What follows belongs to an exercise in optimizing a design on an open flow for small area; a production flow would make more cautious choices.
In this exercise RTL edits were held to simulation tests only and were not proved equivalent to the original.
The clock port is modelled as an ideal driver; clocking choices that lean on that would not hold on a real chip.
No activity file was given, so power comes from the tool's default toggle rates.

== try-quartz ==
// clock
module clock(
    input CP,                    
    input _CR,                   
    input mode,                  
    input adjust,                
    input time_mode,             
    input active_alarm,          
    input left,                  
    input right,                 
    input up,                    
    input down,                  
    input apply,                 
    output [15:0] start_light,   
    output [7:0] select_light,   
    output [7:0] display_char    
    );
Settings: LEC_CHECK=0, ABC_AREA=1, CAP_MARGIN=20, CORE_MARGIN=2, CORE_UTILIZATION=55, GPL_TIMING_DRIVEN=0, SLEW_MARGIN=20; clock period 10.0 ns.
standard.sh (not shown) runs the stock make flow with config.mk's settings and CLKGATE_MAP_FILE= SYNTH_SCRIPT=/design/flow/synth_recipe.tcl, a recipe that flattens the netlist after the stock synthesis.
==> flow/flow/run.sh <==
#!/bin/bash
# Own flow: the standard layout (standard.sh) with these ORFS changes:
#  - synthesis maps logic with an area-only ABC script (flow/area.abc) and
#    without the half/full adder cell extraction (ADDER_MAP_FILE empty);
#  - ports are buffered with sky130_fd_sc_hd__buf_1;
#  - repair does not use the largest buffers (added to each step's dont-use list);
#  - CTS with clkbuf_4 (clkbuf_8 at the root) and without dummy loads; leaf
#    clock buffers that drive 9 or more pins are then upsized to clkbuf_8
#    (flow/cts_leaf.tcl, run inside cts.tcl before its detailed placement).
# ORFS's scripts are copied to ./scripts and used from there (SCRIPTS_DIR).
# Each tool's output stays in orfs/logs; make's output goes to standard.log.
set -euo pipefail
here=$(pwd)
rm -rf "$here/scripts"
cp -r "$FLOW_HOME/scripts" "$here/scripts"
cp "$here/flow/area.abc" "$here/scripts/abc_area.script"
extra="sky130_fd_sc_hd__buf_6 sky130_fd_sc_hd__buf_8 sky130_fd_sc_hd__buf_12 sky130_fd_sc_hd__buf_16 sky130_fd_sc_hd__bufbuf_8 sky130_fd_sc_hd__bufbuf_16"
for f in floorplan global_place resize cts global_route repair_timing_post_place; do
  sed -i "s/^\(\s*\)set_dont_use \$::env(DONT_USE_CELLS)/\1set_dont_use \$::env(DONT_USE_CELLS)\n\1set_dont_use {$extra}/" "$here/scripts/$f.tcl"
done
grep -n "set_dont_use" "$here/scripts"/*.tcl > "$here/dont_use_patch.log" || true
sed -i "s|^log_cmd clock_tree_synthesis {\*}\$cts_args|&\nsource $here/flow/cts_leaf.tcl|" "$here/scripts/cts.tcl"
grep -n -A1 "log_cmd clock_tree_synthesis" "$here/scripts/cts.tcl" > "$here/cts_patch.log" || true
export SCRIPTS_DIR="$here/scripts"
export ADDER_MAP_FILE=
export BUFFER_PORTS_ARGS="-buffer_cell sky130_fd_sc_hd__buf_1"
export CTS_ARGS="-sink_clustering_enable -repair_clock_nets -buf_list sky130_fd_sc_hd__clkbuf_4 -root_buf sky130_fd_sc_hd__clkbuf_8 -dont_use_dummy_load"
bash standard.sh > "$here/standard.log" 2>&1
==> flow/flow/area.abc <==
strash
&get -n
&deepsyn -T 60
&put
dch -f
amap
topo
==> flow/flow/cts_leaf.tcl <==
# After clock_tree_synthesis: leaf clock buffers (clkbuf_4) that drive 9 or
# more pins get the next size up (clkbuf_8), so that the flip-flop clock
# pins they drive keep a low slew. detailed_placement in cts.tcl legalizes.
set my_big [[ord::get_db] findMaster sky130_fd_sc_hd__clkbuf_8]
set my_n 0
foreach inst [[ord::get_db_block] getInsts] {
  if { [[$inst getMaster] getName] eq "sky130_fd_sc_hd__clkbuf_4" } {
    set onet [[$inst findITerm X] getNet]
    if { $onet ne "NULL" && [llength [$onet getITerms]] > 9 } {
      $inst swapMaster $my_big
      incr my_n
    }
  }
}
puts "cts_leaf: upsized $my_n leaf clock buffers to clkbuf_8"
try-quartz | stages: all done | timing, DRC, antenna: all pass
#### Input delta (try-xenon over try-quartz)
- changing CORE_UTILIZATION from 55 to 40
==> flow/flow/run.sh <==
#!/bin/bash
# Own flow: the standard layout (standard.sh) with these ORFS changes:
#  - synthesis maps logic with an area-only ABC script (flow/area.abc) and
#    without the half/full adder cell extraction (ADDER_MAP_FILE empty);
#  - ports are buffered with sky130_fd_sc_hd__buf_1;
#  - the largest buffers are left out of repair (DONT_USE_CELLS);
#  - CTS with small clock buffers and without dummy loads.
# Each tool's output stays in orfs/logs; make's output goes to standard.log.
set -euo pipefail
here=$(pwd)
rm -rf "$here/scripts"
cp -r "$FLOW_HOME/scripts" "$here/scripts"
cp "$here/flow/area.abc" "$here/scripts/abc_area.script"
export SCRIPTS_DIR="$here/scripts"
export ADDER_MAP_FILE=
export DONT_USE_CELLS="sky130_fd_sc_hd__buf_8 sky130_fd_sc_hd__buf_12 sky130_fd_sc_hd__buf_16 sky130_fd_sc_hd__bufbuf_8 sky130_fd_sc_hd__bufbuf_16"
export BUFFER_PORTS_ARGS="-buffer_cell sky130_fd_sc_hd__buf_1"
export CTS_ARGS="-sink_clustering_enable -repair_clock_nets -buf_list {sky130_fd_sc_hd__clkbuf_4 sky130_fd_sc_hd__clkbuf_8} -root_buf sky130_fd_sc_hd__clkbuf_8 -dont_use_dummy_load"
bash standard.sh > "$here/standard.log" 2>&1
removed: flow/flow/cts_leaf.tcl
==> comparison <==
Sort try-quartz and try-xenon by area growth from synthesis to layout, descending, and try-xenon comes first.
Fraction of final layout cells with drive strength greater than 1 across try-quartz and try-xenon: no real change.
For try-xenon, the highest-delay cell along the critical path was a22oi_1, unlike try-quartz, where it was nor2_2.
Minimum period implied by the final worst setup slack in try-xenon is 0.20 ns lower than in try-quartz
Looking at global-route usage, try-xenon sits 7.8 points below try-quartz.
Of the two candidates, try-quartz has the worse maximum ir drop on the vdd rail and try-xenon the better one.
try-xenon vs try-quartz — sum of buffers and inverters on the critical path rose 1.
Setup WNS try-quartz -> try-xenon: better
Per the comparison of try-xenon with try-quartz, die area went up by 5500 sq um; initial cell density of the core went down by 16 points; non-clock buffer share of cell area went up by 0.78 points; tightest hold margin was more or less identical.
#### Input delta (try-raven over try-xenon)
- CORE_UTILIZATION now 55, was 40
==> flow/flow/run.sh <==
#!/bin/bash
# Own flow: the standard layout (standard.sh) with these ORFS changes:
#  - synthesis maps logic with an area-only ABC script (flow/area.abc) and
#    without the half/full adder cell extraction (ADDER_MAP_FILE empty);
#  - ports are buffered with sky130_fd_sc_hd__buf_1;
#  - repair does not use the largest buffers (added to each step's dont-use list);
#  - CTS with clkbuf_4 (clkbuf_8 at the root) and without dummy loads.
# ORFS's scripts are copied to ./scripts and used from there (SCRIPTS_DIR).
# Each tool's output stays in orfs/logs; make's output goes to standard.log.
set -euo pipefail
here=$(pwd)
rm -rf "$here/scripts"
cp -r "$FLOW_HOME/scripts" "$here/scripts"
cp "$here/flow/area.abc" "$here/scripts/abc_area.script"
extra="sky130_fd_sc_hd__buf_6 sky130_fd_sc_hd__buf_8 sky130_fd_sc_hd__buf_12 sky130_fd_sc_hd__buf_16 sky130_fd_sc_hd__bufbuf_8 sky130_fd_sc_hd__bufbuf_16"
for f in floorplan global_place resize cts global_route repair_timing_post_place; do
  sed -i "s/^\(\s*\)set_dont_use \$::env(DONT_USE_CELLS)/\1set_dont_use \$::env(DONT_USE_CELLS)\n\1set_dont_use {$extra}/" "$here/scripts/$f.tcl"
done
grep -n "set_dont_use" "$here/scripts"/*.tcl > "$here/dont_use_patch.log" || true
export SCRIPTS_DIR="$here/scripts"
export ADDER_MAP_FILE=
export BUFFER_PORTS_ARGS="-buffer_cell sky130_fd_sc_hd__buf_1"
export CTS_ARGS="-sink_clustering_enable -repair_clock_nets -buf_list sky130_fd_sc_hd__clkbuf_4 -root_buf sky130_fd_sc_hd__clkbuf_8 -dont_use_dummy_load"
bash standard.sh > "$here/standard.log" 2>&1
==> flow/flow/area.abc <==
strash
&get -n
&deepsyn -T 240
&put
dch -f
amap
topo
==> results.txt <==
- Both conditions hold for try-raven: the flow ran to the end and the final layout passed the timing, design-rule and antenna checks.
- Diff try-xenon -> try-raven: register fraction of the total cell area went up 0.92 points; slack of the critical path went down 0.89 ns; met2 track demand over resource went up 10 points; clock insertion delay at the later pin of the skew report went down 0.03 ns.
For try-fjord, these inputs were changed with respect to try-raven:
- swapping 55 for 40 in CORE_UTILIZATION
==> flow/flow/run.sh <==
#!/bin/bash
# Own flow: the standard layout (standard.sh) with these ORFS changes:
#  - synthesis maps logic with an area-only ABC script (flow/area.abc) and
#    without the half/full adder cell extraction (ADDER_MAP_FILE empty);
#  - ports are buffered with sky130_fd_sc_hd__buf_1;
#  - the largest buffers are left out of repair (DONT_USE_CELLS);
#  - CTS with small clock buffers and without dummy loads.
# Each tool's output stays in orfs/logs; make's output goes to standard.log.
set -euo pipefail
here=$(pwd)
rm -rf "$here/scripts"
cp -r "$FLOW_HOME/scripts" "$here/scripts"
cp "$here/flow/area.abc" "$here/scripts/abc_area.script"
export SCRIPTS_DIR="$here/scripts"
export ADDER_MAP_FILE=
export DONT_USE_CELLS="sky130_fd_sc_hd__buf_8 sky130_fd_sc_hd__buf_12 sky130_fd_sc_hd__buf_16 sky130_fd_sc_hd__bufbuf_8 sky130_fd_sc_hd__bufbuf_16"
export BUFFER_PORTS_ARGS="-buffer_cell sky130_fd_sc_hd__buf_1"
export CTS_ARGS="-sink_clustering_enable -repair_clock_nets -buf_list sky130_fd_sc_hd__clkbuf_4 -root_buf sky130_fd_sc_hd__clkbuf_8 -sink_clustering_size 10 -dont_use_dummy_load"
bash standard.sh > "$here/standard.log" 2>&1
==> flow/flow/area.abc <==
strash
&get -n
&deepsyn -T 60
&put
dch -f
amap
topo
--- outcome ---
Clock power: try-raven vs try-fjord, no meaningful difference
try-fjord vs try-raven: final-layout fill cell count up in try-fjord
Clock network power share was higher in try-raven than in try-fjord.
Floorplan die area in try-fjord is 5400 sq um higher than in try-raven
--- input diff try-fjord..try-sierra ---
- swapping 40 for 55 in CORE_UTILIZATION
==> flow/flow/run.sh <==
#!/bin/bash
# Own flow: the standard layout (standard.sh) with these ORFS changes:
#  - synthesis maps logic with an area-only ABC script (flow/area.abc) and
#    without the half/full adder cell extraction (ADDER_MAP_FILE empty);
#  - ports are buffered with sky130_fd_sc_hd__buf_1;
#  - repair does not use the largest buffers (added to each step's dont-use list);
#  - CTS with clkbuf_8 and without dummy loads.
# ORFS's scripts are copied to ./scripts and used from there (SCRIPTS_DIR).
# Each tool's output stays in orfs/logs; make's output goes to standard.log.
set -euo pipefail
here=$(pwd)
rm -rf "$here/scripts"
cp -r "$FLOW_HOME/scripts" "$here/scripts"
cp "$here/flow/area.abc" "$here/scripts/abc_area.script"
extra="sky130_fd_sc_hd__buf_6 sky130_fd_sc_hd__buf_8 sky130_fd_sc_hd__buf_12 sky130_fd_sc_hd__buf_16 sky130_fd_sc_hd__bufbuf_8 sky130_fd_sc_hd__bufbuf_16"
for f in floorplan global_place resize cts global_route repair_timing_post_place; do
  sed -i "s/^\(\s*\)set_dont_use \$::env(DONT_USE_CELLS)/\1set_dont_use \$::env(DONT_USE_CELLS)\n\1set_dont_use {$extra}/" "$here/scripts/$f.tcl"
done
grep -n "set_dont_use" "$here/scripts"/*.tcl > "$here/dont_use_patch.log" || true
export SCRIPTS_DIR="$here/scripts"
export ADDER_MAP_FILE=
export BUFFER_PORTS_ARGS="-buffer_cell sky130_fd_sc_hd__buf_1"
export CTS_ARGS="-sink_clustering_enable -repair_clock_nets -buf_list sky130_fd_sc_hd__clkbuf_8 -root_buf sky130_fd_sc_hd__clkbuf_8 -dont_use_dummy_load"
bash standard.sh > "$here/standard.log" 2>&1
--- outcome ---
Re layout overhead on the synthesized area: try-sierra is 0.93 points down on try-fjord.
try-sierra: post-detailed-routing wire length 3.8% below try-fjord
Delta (try-sierra minus try-fjord): worst reg-to-reg setup slack now sits higher; clock-net power now sits higher; switching power now sits higher.
try-sierra vs. try-fjord: power increased by about 7% relative to the old numbers, clock network fraction of design power increased by 5.3 points relative to the old numbers.
try-sierra — met3 routing resource usage after global routing 0.45 points higher, try-fjord as reference
Compared with try-fjord, try-sierra has less setup slack.
| fmax | lower: try-sierra |
> inputs changed (try-sierra -> try-onyx)
diff --git a/flow/flow/run.sh b/flow/flow/run.sh
--- a/flow/flow/run.sh
+++ b/flow/flow/run.sh
@@ -6,3 +6,3 @@
 #  - repair does not use the largest buffers (added to each step's dont-use list);
-#  - CTS with clkbuf_8 and without dummy loads.
+#  - CTS with clkbuf_4 (clkbuf_8 at the root) and without dummy loads.
 # ORFS's scripts are copied to ./scripts and used from there (SCRIPTS_DIR).
@@ -14,3 +14,3 @@
 cp "$here/flow/area.abc" "$here/scripts/abc_area.script"
-extra="sky130_fd_sc_hd__buf_6 sky130_fd_sc_hd__buf_8 sky130_fd_sc_hd__buf_12 sky130_fd_sc_hd__buf_16 sky130_fd_sc_hd__bufbuf_8 sky130_fd_sc_hd__bufbuf_16"
+extra="sky130_fd_sc_hd__buf_8 sky130_fd_sc_hd__buf_12 sky130_fd_sc_hd__buf_16 sky130_fd_sc_hd__bufbuf_8 sky130_fd_sc_hd__bufbuf_16"
 for f in floorplan global_place resize cts global_route repair_timing_post_place; do
@@ -22,3 +22,3 @@
 export BUFFER_PORTS_ARGS="-buffer_cell sky130_fd_sc_hd__buf_1"
-export CTS_ARGS="-sink_clustering_enable -repair_clock_nets -buf_list sky130_fd_sc_hd__clkbuf_8 -root_buf sky130_fd_sc_hd__clkbuf_8 -dont_use_dummy_load"
+export CTS_ARGS="-sink_clustering_enable -repair_clock_nets -buf_list sky130_fd_sc_hd__clkbuf_4 -root_buf sky130_fd_sc_hd__clkbuf_8 -sink_buffer_max_cap_derate 0.5 -dont_use_dummy_load"
 bash standard.sh > "$here/standard.log" 2>&1
## What came out
As far as number of instances in the placed design is concerned, try-onyx and try-sierra perform about the same.
In the flow results for try-onyx and try-sierra, the standby leakage power is smaller on try-onyx.
Going from try-sierra to try-onyx, the first-pass iteration count of the detailed router was found to have gone up by 8.
Summary of try-onyx over try-sierra: layout net count has remained practically unchanged, fraction of power consumed by sequential logic has increased, via count of the first global-routing pass has increased.

========
## run 1
clock, a different RTL version from the one above (not shown whole).
Size: about 1100 cells after synthesis, about 43 I/O pins, ~8100 um^2 of cells after synthesis.
Design clock, start of the top module:
module clock(
    input CP,                    
    input _CR,                   
    input mode,                  
    input adjust,                
    input time_mode,             
    input active_alarm,          
    input left,                  
    input right,                 
    input up,                    
    input down,                  
    input apply,                 
    output [15:0] start_light,   
    output [7:0] select_light,   
    output [7:0] display_char    
    );
    wire en_1Hz, en_1KHz, en_10Hz;       
    wire early, init;                    
    wire PE, PE_alarm, PE_counter;       
    wire cin_min;                        
    wire tick_min, tick_hour;            
    wire [2:0] index;                    
    wire [4:0] ht, st;
    wire [3:0] hu, mu, su;
    wire [2:0] mt;
    wire [1:0] ah1;
    wire [3:0] ah0, am0;
    wire [2:0] am1;
    wire [1:0] set_h1;
    wire [3:0] set_h0, set_m0, set_s0;
    wire [2:0] set_m1, set_s1;
    wire set_bell, set_p;
    wire [4:0] pre_ht, pre_st;
    wire [3:0] pre_hu, pre_mu, pre_su;
    wire [2:0] pre_mt;
    wire [31:0] disp;
    wire start_light_alarm;
    divider divider_u0(
        ._CR(_CR),
        .CP(CP),
        .en_1Hz(en_1Hz),
        .en_1KHz(en_1KHz),
        .en_10Hz(en_10Hz),
        .early(early),
        .init(init)
    );
    counter_sec counter_sec_u0(
        .CP(CP),
        ._CR(_CR),
        .count(en_1Hz & ~PE_counter & (~adjust | mode)),
        .PE(PE_counter),
        .pre_st(pre_st),
        .pre_su(pre_su),
        .st(st),
        .su(su),
        .tick_min(tick_min)
    );
    counter_min counter_min_u0(
        .CP(CP),
        ._CR(_CR),
        .tick_min(tick_min),
        .PE(PE_counter),
        .pre_mt(pre_mt),
        .pre_mu(pre_mu),
        .cin_min(cin_min),
        .mt(mt),
        .mu(mu),
  ...
Settings: LEC_CHECK=0, ABC_AREA=1, CAP_MARGIN=20, CORE_MARGIN=2, CORE_UTILIZATION=40, SLEW_MARGIN=20; clock period 10.0 ns.
==> flow/flow/run.sh <==
#!/bin/bash
# Own flow: the standard layout (standard.sh) with these ORFS changes:
#  - synthesis maps logic with an area-only ABC script (flow/area.abc) and
#    without the half/full adder cell extraction (ADDER_MAP_FILE empty);
#  - ports are buffered with sky130_fd_sc_hd__buf_1;
#  - CTS without dummy loads.
# Each tool's output stays in orfs/logs; make's output goes to standard.log.
set -euo pipefail
here=$(pwd)
rm -rf "$here/scripts"
cp -r "$FLOW_HOME/scripts" "$here/scripts"
cp "$here/flow/area.abc" "$here/scripts/abc_area.script"
export SCRIPTS_DIR="$here/scripts"
export ADDER_MAP_FILE=
export BUFFER_PORTS_ARGS="-buffer_cell sky130_fd_sc_hd__buf_1"
export CTS_ARGS="-sink_clustering_enable -repair_clock_nets -buf_list sky130_fd_sc_hd__clkbuf_8 -dont_use_dummy_load"
bash standard.sh > "$here/standard.log" 2>&1
==> flow/flow/area.abc <==
strash
dch -f
amap
topo
Input-level comparison between run 2 and run 1:
-- flow/flow/run.sh --
<<< run 1, line 15
export BUFFER_PORTS_ARGS="-buffer_cell sky130_fd_sc_hd__buf_1"
export CTS_ARGS="-sink_clustering_enable -repair_clock_nets -buf_list sky130_fd_sc_hd__clkbuf_8 -dont_use_dummy_load"
bash standard.sh > "$here/standard.log" 2>&1
>>> run 2, line 15
export BUFFER_PORTS_ARGS="-buffer_cell sky130_fd_sc_hd__buf_1"
export CTS_ARGS="-sink_clustering_enable -repair_clock_nets -buf_list sky130_fd_sc_hd__clkbuf_4 -root_buf sky130_fd_sc_hd__clkbuf_8 -dont_use_dummy_load"
bash standard.sh > "$here/standard.log" 2>&1
==> flow/flow/area.abc <==
strash
dc2
dch -f
amap
strash
dc2
dch -f
amap
topo
[summary]
For run 2, the capture point of the critical path was decoder_u0.code[0]$_DFFE_PP_, unlike run 1, where it was select_control_u0.th1[0]$_DFFE_PN0P_. Taking run 1 as the reference, in run 2 data required time at the worst endpoint has decreased; post-place instance area stayed essentially flat; setup slack moved down.

[static timing again, ports no longer ideal]
How much do the figures lean on ideal ports? The routed layouts below were timed once more, with nothing changed but the port constraints. Step 1 assumes that a clkbuf_16 drives the clock port and a buf_2 every other input. Step 2, shift: input delay + t, output delay - t, t = (earliest + latest rising clock arrival at the registers) / 2. This alone moves slack from input paths to output paths. Three values: ideal, step 1, step 2; two values: the first two.
run	t, ns	setup slack, ns	worst data-port slew with drivers (ns)	cell pins on the clock port's net
try-quartz	0.476	3.532 / 3.551 / 3.076	0.03	1
try-xenon	0.483	3.731 / 3.753 / 3.270	0.03	1
try-raven	0.461	2.846 / 2.863 / 2.403	0.03	1
try-fjord	0.447	3.657 / 3.677 / 3.230	0.03	1
try-sierra	0.483	3.507 / 3.527 / 3.044	0.03	1
try-onyx	0.467	3.471 / 3.489 / 3.023	0.03	1
run 1	0.492	5.117 / 5.133 / 4.641	0.05	1
run 2	0.455	4.099 / 4.115 / 3.660	0.03	1
After both steps setup and hold are still met in every run listed. For run 1, which loses most, drivers alone change the setup slack by +0.016 ns; drivers and shift together by -0.476 ns.
